This is an optimization exercise on Yosys and OpenROAD, whose aim is small area, not a production implementation.
The RTL was checked by simulation tests, not by an equivalence proof against the original design.
The flow treats the clock pin as an ideal source. Dropping or thinning the clock tree relies on that and would not hold on a real chip.
Power and IR drop assume default switching activity.

## T
// alu_design
module alu_design #(parameter W = 8)(
    input clk, rst, mode, ce, cin,
    input [1:0] inp_valid,
    input [7:0] opa, opb,
    input [3:0] cmd,
    output err, ov, cout, g, l, e,
    output reg [15:0] res
);
Size in the first run: roughly 460 cells after synthesis, roughly 41 flip-flops, roughly 49 I/O pins, about 0.0041 sq mm of cells after synthesis.
==> flow/config.mk <==
export PLATFORM = sky130hd
export DESIGN_NAME = alu_design
export DESIGN_NICKNAME = alu_design
export VERILOG_FILES = /design/flow/design.v
export SDC_FILE = /design/flow/constraint.sdc
export NUM_CORES = 4
export LEC_CHECK = 0
export CAP_MARGIN = 20
export CORE_MARGIN = 2
export CORE_UTILIZATION = 60
export CTS_BUF_LIST = sky130_fd_sc_hd__clkbuf_8
export GPL_TIMING_DRIVEN = 0
export SLEW_MARGIN = 20
export SYNTH_HIERARCHICAL = 1
==> flow/constraint.sdc <==
create_clock -name core_clock -period 7.0 [get_ports {clk}]
set_input_delay 1.4000 -clock core_clock [delete_from_list [all_inputs] [get_ports {clk}]]
set_output_delay 1.4000 -clock core_clock [all_outputs]
set_load 0.01 [all_outputs]
standard.sh (not shown) runs the stock make flow with config.mk's settings and CLKGATE_MAP_FILE= SYNTH_SCRIPT=/design/flow/synth_recipe.tcl, a recipe that flattens the netlist after the stock synthesis.
==> flow/flow/run.sh <==
#!/bin/bash
# Standard ORFS layout with these changes:
#  - synthesis maps logic with area-oriented ABC scripts (flow/synth.tcl)
#  - port buffers use the smallest buffer cell
#  - clock: flow/pre_cts.tcl replaces TritonCTS by one clock buffer per group
#    of nearby registers (three groups), each driven by the clock port
set -euo pipefail
F="$PWD/flow"
export PRE_CTS_TCL="$F/pre_cts.tcl"
export ALU_CLOCK_BUFFER=sky130_fd_sc_hd__clkbuf_8
export ALU_CLOCK_GROUPS=3
bash standard.sh SYNTH_SCRIPT="$F/synth.tcl" \
  "BUFFER_PORTS_ARGS=-buffer_cell sky130_fd_sc_hd__buf_1" \
  finish > standard.log 2>&1
Other scripts of this flow, unchanged in this note and not shown: flow/flow/area.abc, flow/flow/lut.abc, flow/flow/opnd.abc, flow/flow/pre_cts.tcl, flow/flow/synth.tcl
Changes in R relative to T:
diff --git a/flow/design.v b/flow/design.v
--- a/flow/design.v
+++ b/flow/design.v
@@ -32,15 +32,15 @@
 wire o_ror  = ~mode & v11 & k == 4'd13 & rot_ok;
 wire o_err  = ~(o_inc | o_dec | o_add | o_sub | o_cmp | o_minc | o_mshl | o_sadd |
                 o_ssub | o_lnorm | o_nota | o_notb | o_shr | o_shl | o_rol | o_ror);
 wire [7:0] p, q;
 wire       ci;
 alu_opnd u_opnd (.mode(mode), .k(k), .cin(cin), .a(a), .b(b), .p(p), .q(q), .ci(ci));
 genvar i;
-localparam SPLIT = 5;
+localparam SPLIT = 4;
 wire [SPLIT:0] c;
 wire [7:0] sum;
 assign c[0] = ci;
 generate
     for (i = 0; i < SPLIT; i = i + 1) begin : add
         alu_fa u_fa (.a(p[i]), .b(q[i]), .c(c[i]), .s(sum[i]), .co(c[i+1]));
     end
@@ -265,16 +265,20 @@
   wire mu_fs52, mu_fc52;
   alu_fa u_mu_fs52 (.a(mu_fs38), .b(mu_fc35), .c(mu_fc51), .s(mu_fs52), .co(mu_fc52));
   wire mu_fs53, mu_fc53;
   alu_fa u_mu_fs53 (.a(mu_fs40), .b(mu_fc38), .c(mu_fc52), .s(mu_fs53), .co(mu_fc53));
   wire mu_fs54, mu_fc54;
   alu_fa u_mu_fs54 (.a(mu_fs41), .b(mu_fc40), .c(mu_fc53), .s(mu_fs54), .co(mu_fc54));
   wire mu_fs55, mu_fc55;
-  alu_fa u_mu_fs55 (.a(mu_pp7_7), .b(mu_fc41), .c(mu_fc54), .s(mu_fs55), .co(mu_fc55));
-  assign m = ~{mu_fc55, mu_fs55, mu_fs54, mu_fs53, mu_fs52, mu_fs51, mu_fs50, mu_hs49, mu_hs48, mu_hs47, mu_hs46, mu_hs45, mu_hs44, mu_hs43, mu_hs42, mu_pp0_0};
+  alu_fa u_mu_fs55 (.a(1'b1), .b(mu_pp7_7), .c(mu_fc41), .s(mu_fs55), .co(mu_fc55));
+  wire mu_fs56, mu_fc56;
+  alu_fa u_mu_fs56 (.a(1'b0), .b(mu_pp7_7), .c(mu_fc41), .s(mu_fs56), .co(mu_fc56));
+  wire mu_cs14 = mu_fc54 ? mu_fs55 : mu_fs56;
+  wire mu_cs15 = mu_fc54 ? mu_fc55 : mu_fc56;
+  assign m = ~{mu_cs15, mu_cs14, mu_fs54, mu_fs53, mu_fs52, mu_fs51, mu_fs50, mu_hs49, mu_hs48, mu_hs47, mu_hs46, mu_hs45, mu_hs44, mu_hs43, mu_hs42, mu_pp0_0};
 wire [15:0] ms = s ? {m[14:0], 1'b0} : m;
 wire [7:0]  hi = (hiff ? {8{~fold}} : ms[15:8]) | {7'd0, fc == F_COUT};
 wire [7:0]  lo = ms[7:0] | ({8{fold}} & {s & m[14], ms[14:8]});
 reg [2:0] fc2;
 always @(posedge clk or posedge rst) begin
     if (rst) begin
         res <= 0; fc2 <= F_NONE;
Notes after the runs:
- R: final routed wirelength across all metal layers higher than T
- R and T ended up with nearly the same data required time at the worst endpoint.
- | final-layout worst hold slack | lower: R |
- Via count was lower in T than in R.
- Compare R and T | net switching power higher: T
- Summary of R over T: post-synthesis compound-gate area fraction lower; utilization went up; instance count along the most critical hold path fell 1.
- R: number of nets produced by synthesis 5.4% above T
- Taking T as the reference point, the cell count of R rises by 8.0%.
No run of this note takes its clock network from TritonCTS; it comes from the design's own scripts or RTL.

-- re-timing with driven ports --
No port has a modelled driver above. Below, the same layouts with a new extraction and two added sets of constraints. Step 1 sets driving cells, clkbuf_16 on the clock port and buf_2 on the other inputs (assumed; they add their load-dependent delay and slew). Step 2 moves the port delays by t, midway between the first and last clock arrival at a register: inputs arrive t later, outputs are due t later. That takes back most of the time a late clock gives input paths. a / b / c = ideal ports / drivers / drivers and shift; a / b = the first two.
run | t (ns) | setup slack, ns | worst setup path after step 2 | latest minus earliest clock arrival (ns) | cell pins on the clock port's net
T | 0.195 | 0.272 / 0.272 / 0.249 | input to register | 0.032 / 0.033 | 3
R | 0.192 | 0.245 / 0.245 / 0.245 | register to register | 0.031 / 0.031 | 3
After both steps setup and hold are still met in every run listed. For T, which loses most, drivers alone change the setup slack by 0.000 ns; drivers and shift together by -0.023 ns.
